Context: an optimization exercise on an open-source flow, tuned for small area, a short achievable clock period and few clock cycles. The choices shown serve that exercise and are no tape-out recipe. In this exercise RTL edits were held to simulation tests only and were not proved equivalent to the original.

Setup of run 1:
## dividor_rtl
module dividor_rtl #(parameter SIZE=16)
		(
			input clk, rst, start,
			input [SIZE-1:0] a, b,
			output [SIZE-1:0] m,
			output [9:0] f,
			output done,
			output div0);
make LEC_CHECK=0 CAP_MARGIN=20 CORE_MARGIN=2 CORE_UTILIZATION=40 SETUP_SLACK_MARGIN=4.2 SLEW_MARGIN=20 finish   # period 7.5 ns
run.sh (not shown) runs the stock make flow with config.mk's settings and CLKGATE_MAP_FILE= SYNTH_SCRIPT=/design/flow/synth_recipe.tcl, a recipe that flattens the netlist after the stock synthesis.
Testbench counts of run 1, summed over its fixed seeds: cycles 15,606.
[inputs] run 2 vs run 1
Settings: SETUP_SLACK_MARGIN changed from 4.2 to 4.3; CORE_UTILIZATION changed from 40 to 30.
[summary]
Run 2 reached the end of the flow, and the finished layout is clean on the timing, DRC and antenna checks. Going from run 1 to run 2, required time at the worst-slack endpoint grows by 0.08 ns. Summary of run 2 over run 1: total half-perimeter wirelength after legalization and detailed placement moved up; final core area utilization moved down. Final critical delay including setup and external delays: run 2 vs run 1 down 0.072 ns. On total detailed-routing wirelength, the lower figure sits with run 1, not run 2. On placed standard-cell area: run 2 sits above run 1. In run 2 the post-route fraction of the period consumed by the critical path turned out 0.96 points lower than in run 1.
Inputs modified between run 2 and run 3:
Settings: CORE_UTILIZATION now 40, was 30; SETUP_SLACK_MARGIN now 4.45, was 4.3.
### Flow results
- Going from run 2 to run 3, width of the chip shrinks by 13%.
- Total number of cells along the worst setup path in run 3 vs run 2: down 1
- STATUS post-placement setup slack: run 3 loses against run 2
- Measured against each other, run 2 and run 3 differ in register fraction of the total cell area, the lower figure coming from run 3.
- Taking run 2 over run 3, the number of vias per cell after detailed routing ratio works out to 0.928.
- Area of the core (run 3 / run 2): 0.75
- Taking run 2 as the reference point, the post-route standard cell area excluding fillers of run 3 rises by 1.4%.
- Diff run 2 -> run 3 | data required time of the worst path | decrease of 0.04 ns
Edits applied to the flow inputs when going from run 3 to run 4:
Settings: SETUP_SLACK_MARGIN changed from 4.45 to 4.3.
==> flow/flow/run.sh (new file) <==
#!/bin/bash
# The standard layout flow, with the port buffers made from buf_2 cells
# instead of the default delay-buffer cells. Every input and output port
# still gets its own buffer.
set -e
export BUFFER_PORTS_ARGS="-buffer_cell sky130_fd_sc_hd__buf_2"
bash standard.sh > standard.log 2>&1
==> flow/standard.sh (new file) <==
#!/bin/bash
# synth_recipe.tcl (not shown) runs the flow's synth.tcl, then flattens the netlist and writes it again
# the make line also repeats each setting of config.mk as NAME=value (left out here)
make -C /OpenROAD-flow-scripts/flow DESIGN_CONFIG=/design/flow/config.mk WORK_HOME=/design/flow/orfs CLKGATE_MAP_FILE= SYNTH_SCRIPT=/design/flow/synth_recipe.tcl "${@:-finish}"
removed: flow/run.sh
Results
The final layout from run 4, which completed every stage, passed the timing, DRC and antenna checks at the end of the flow.
From run 3 to run 4 the numbers moved as follows: DRC marker count from the first detailed-route iteration went down; wire length went down; worst relative slew slack went down; design area went down.
[compare] base=run 3 new=run 4: final core utilization has decreased.

========
== build 28 ==
The RTL this note starts from:
==> flow/design.v <==
module dividor_rtl #(parameter SIZE=16)
		(
			input clk, rst, start,
			input [SIZE-1:0] a, b,
			output [SIZE-1:0] m,
			output [9:0] f,
			output done,
			output div0);
		localparam IDLE  = 3'd0;
		localparam FIRST = 3'd1;     
		localparam INT   = 3'd2;
		localparam MUL   = 3'd3;
		localparam FRAC  = 3'd4;
		localparam FIN   = 3'd5;
		reg [2:0] state;
		reg [2:0] cnt;           
		reg [15:0] b_r;
		reg [17:0] b3;           
		reg [15:0] p;            
		reg [15:0] q;            
		reg [9:0] fr;            
		reg [1:0] nb;            
		reg [3:0] la, lb;        
		reg short_r;             
		integer i;
		function [3:0] lead(input [15:0] x);
			begin
				lead[3] = |x[15:8];
				lead[2] = |x[15:12] | (~|x[15:8] & |x[7:4]);
				lead[1] = |x[15:14] | (~|x[15:12] & |x[11:10]) | (~|x[15:8] & |x[7:6])
				        | (~|x[15:4] & |x[3:2]);
				lead[0] = x[15] | (~|x[15:14] & x[13]) | (~|x[15:12] & x[11])
				        | (~|x[15:10] & x[9]) | (~|x[15:8] & x[7]) | (~|x[15:6] & x[5])
				        | (~|x[15:4] & x[3]) | (~|x[15:2] & x[1]);
			end
		endfunction
		wire az = la == 4'd0 && !q[0];      
		wire short = az || la < lb;
		wire [3:0] dl = la - lb;             
		wire [2:0] k = dl[3:1];              
		wire [31:0] a_sh = {2'b00, q, 14'd0} >> {k, 1'b0};
		wire [17:0] t = {p, nb};
		wire [18:0] d1 = {1'b0, t} - {3'b0, b_r};
		wire [18:0] d2 = {1'b0, t} - {2'b0, b_r, 1'b0};
		wire [18:0] d3 = {1'b0, t} - {1'b0, b3};
		wire s3 = !d3[18];
		wire s2 = d3[18] && !d2[18];
		wire s1 = d2[18] && !d1[18];
		wire s0 = d1[18];
		wire [1:0] qq = {!d2[18], s3 | s1};
		wire [15:0] p_step = ({16{s3}} & d3[15:0]) | ({16{s2}} & d2[15:0])
		                   | ({16{s1}} & d1[15:0]) | ({16{s0}} & t[15:0]);
		wire [25:0] n1000 = {p, 10'd0} - {6'd0, p, 4'd0} - {7'd0, p, 3'd0};
		wire mul_now = (state == MUL) || (state == FIRST && short);
		always @(posedge clk or posedge rst)
			if (rst)
				state <= IDLE;
			else case (state)
				IDLE:  if (start) state <= FIRST;
				FIRST: state <= !short ? INT : (p == 16'd0) ? FIN : FRAC;
				INT:   if (cnt == 3'd0) state <= MUL;
				MUL:   state <= (p == 16'd0) ? FIN : FRAC;
				FRAC:  if (cnt == 3'd0) state <= FIN;
				default: state <= IDLE;
			endcase
		always @(posedge clk) begin
			b3 <= {1'b0, b_r, 1'b0} + {2'b0, b_r};
			la <= lead(a);
			lb <= lead(b);
			if (state == IDLE)
				b_r <= b;
			if (state == FIRST)
				short_r <= short;
			case (state)
				IDLE: begin
					p <= a;
					q <= a;
				end
				INT: begin
					p <= p_step;
					q <= {q[13:0], qq};
					cnt <= cnt - 3'd1;
				end
				FIRST, MUL: begin
					if (mul_now) begin
						p <= n1000[25:10];
						cnt <= 3'd4;
					end else begin
						p <= a_sh[31:16];
						q <= a_sh[15:0];
						cnt <= k;
					end
				end
				default: begin
					p <= p_step;
					cnt <= cnt - 3'd1;
				end
			endcase
			if (mul_now)
				nb <= n1000[9:8];
			else if (state == FIRST)
				nb <= a_sh[15:14];
			else if (state == INT)
				nb <= q[13:12];
			else
				nb <= fr[7:6];
			if (mul_now)
				fr <= n1000[9:0];
			else
				fr <= {fr[7:0], qq};
		end
		assign m = short_r ? 16'd0 : q;
		assign f = fr;
		assign done = (state == FIN);
		assign div0 = (b_r == 16'd0);
endmodule
==> flow/config.mk <==
export PLATFORM = sky130hd
export DESIGN_NAME = dividor_rtl
export DESIGN_NICKNAME = dividor_rtl
export VERILOG_FILES = /design/flow/design.v
export SDC_FILE = /design/flow/constraint.sdc
export NUM_CORES = 4
export LEC_CHECK = 0
export CAP_MARGIN = 20
export CORE_MARGIN = 2
export CORE_UTILIZATION = 40
export SETUP_SLACK_MARGIN = 4.3
export SLEW_MARGIN = 20
==> flow/constraint.sdc <==
create_clock -name core_clock -period 7.5 [get_ports {clk}]
set_input_delay 1.5000 -clock core_clock [delete_from_list [all_inputs] [get_ports {clk}]]
set_output_delay 1.5000 -clock core_clock [all_outputs]
set_load 0.01 [all_outputs]
standard.sh (not shown) runs the stock make flow with config.mk's settings and CLKGATE_MAP_FILE= SYNTH_SCRIPT=/design/flow/synth_recipe.tcl, a recipe that flattens the netlist after the stock synthesis.
==> flow/flow/run.sh <==
#!/bin/bash
# The standard layout flow, with the port buffers made from buf_4 cells
# instead of the default delay-buffer cells. Every input and output port
# still gets its own buffer.
set -e
export BUFFER_PORTS_ARGS="-buffer_cell sky130_fd_sc_hd__buf_4"
bash standard.sh > standard.log 2>&1
Build 28 completed; timing, DRC and antenna clean
Testbench counts of build 28, summed over its fixed seeds: cycles 15,606.
Changes in build 52 relative to build 28:
==> flow/run.sh (new file) <==
#!/bin/bash
# synth_recipe.tcl (not shown) runs the flow's synth.tcl, then flattens the netlist and writes it again
# the make line also repeats each setting of config.mk as NAME=value (left out here)
make -C /OpenROAD-flow-scripts/flow DESIGN_CONFIG=/design/flow/config.mk WORK_HOME=/design/flow/orfs CLKGATE_MAP_FILE= SYNTH_SCRIPT=/design/flow/synth_recipe.tcl finish
removed: flow/flow/run.sh
removed: flow/standard.sh
Notes after the runs:
- Comparing build 52 with build 28, the worst hold slack came out essentially unchanged.
- Multi-input logic portion of the cell area was lower in the run labelled build 52.
- Fraction of standard cell area that is sequential ended up 0.43 points lower on build 52 than on build 28.
## Diff of input files: build 44 against build 52
==> flow/flow/run.sh (new file) <==
#!/bin/bash
# The standard layout flow, with the port buffers made from buf_2 cells
# instead of the default delay-buffer cells. Every input and output port
# still gets its own buffer.
set -e
export BUFFER_PORTS_ARGS="-buffer_cell sky130_fd_sc_hd__buf_2"
bash standard.sh > standard.log 2>&1
==> flow/standard.sh (new file) <==
#!/bin/bash
# synth_recipe.tcl (not shown) runs the flow's synth.tcl, then flattens the netlist and writes it again
# the make line also repeats each setting of config.mk as NAME=value (left out here)
make -C /OpenROAD-flow-scripts/flow DESIGN_CONFIG=/design/flow/config.mk WORK_HOME=/design/flow/orfs CLKGATE_MAP_FILE= SYNTH_SCRIPT=/design/flow/synth_recipe.tcl "${@:-finish}"
removed: flow/run.sh
- Build 44: PASS, flow complete, no timing, DRC or antenna violations
- Final critical-path share of the clock period in build 44 is 1.3 points below build 52.
- Delta (build 44 minus build 52): utilization lower; clock sink count roughly the same; setup slack higher; clock buffer instance count of the final layout higher; fraction of the mapped netlist area in compound gates roughly the same.
- Final standard cell area without fillers | build 44 below build 52
- A class of the most critical setup path of reg2out is what build 44 shows, while reg2reg belongs to build 52.
- Taking build 52 as the reference, in build 44 cell depth of the worst setup path now sits lower, fmax now sits higher, placement-stage cell area now sits lower, final wirelength now sits lower.

## afterwards: timing with drivers on the ports
In the flow no input, the clock included, has a driving cell. The finished layouts below were timed again as built, in two steps.
Step 1 assumes that a clkbuf_16 drives the clock port and a buf_2 every other input.
Step 2 times the ports against the registers' clock, not the clock port: input delays grow and output delays shrink by t, the midpoint of the rising clock arrivals with the driver on.
Three values: no drivers, after step 1, after step 2; two values: the first two.
run	shift t [ns]	slack for setup (ns)	worst setup path at the end
run 1	0.402	4.249 / 4.249 / 4.249	register to register
run 2	0.404	4.321 / 4.321 / 4.242	input to register
run 3	0.404	4.463 / 4.426 / 4.311	input to register
run 4	0.400	4.358 / 4.355 / 4.358	register to register
build 28	0.399	4.378 / 4.370 / 4.378	register to register
build 52	0.405	4.339 / 4.322 / 4.131	input to register
build 44	0.397	4.439 / 4.394 / 4.443	register to register
After both steps setup and hold are still met in every run listed. The setup slack of build 52, which loses most, moves by -0.017 ns with the drivers and by -0.208 ns with both steps.
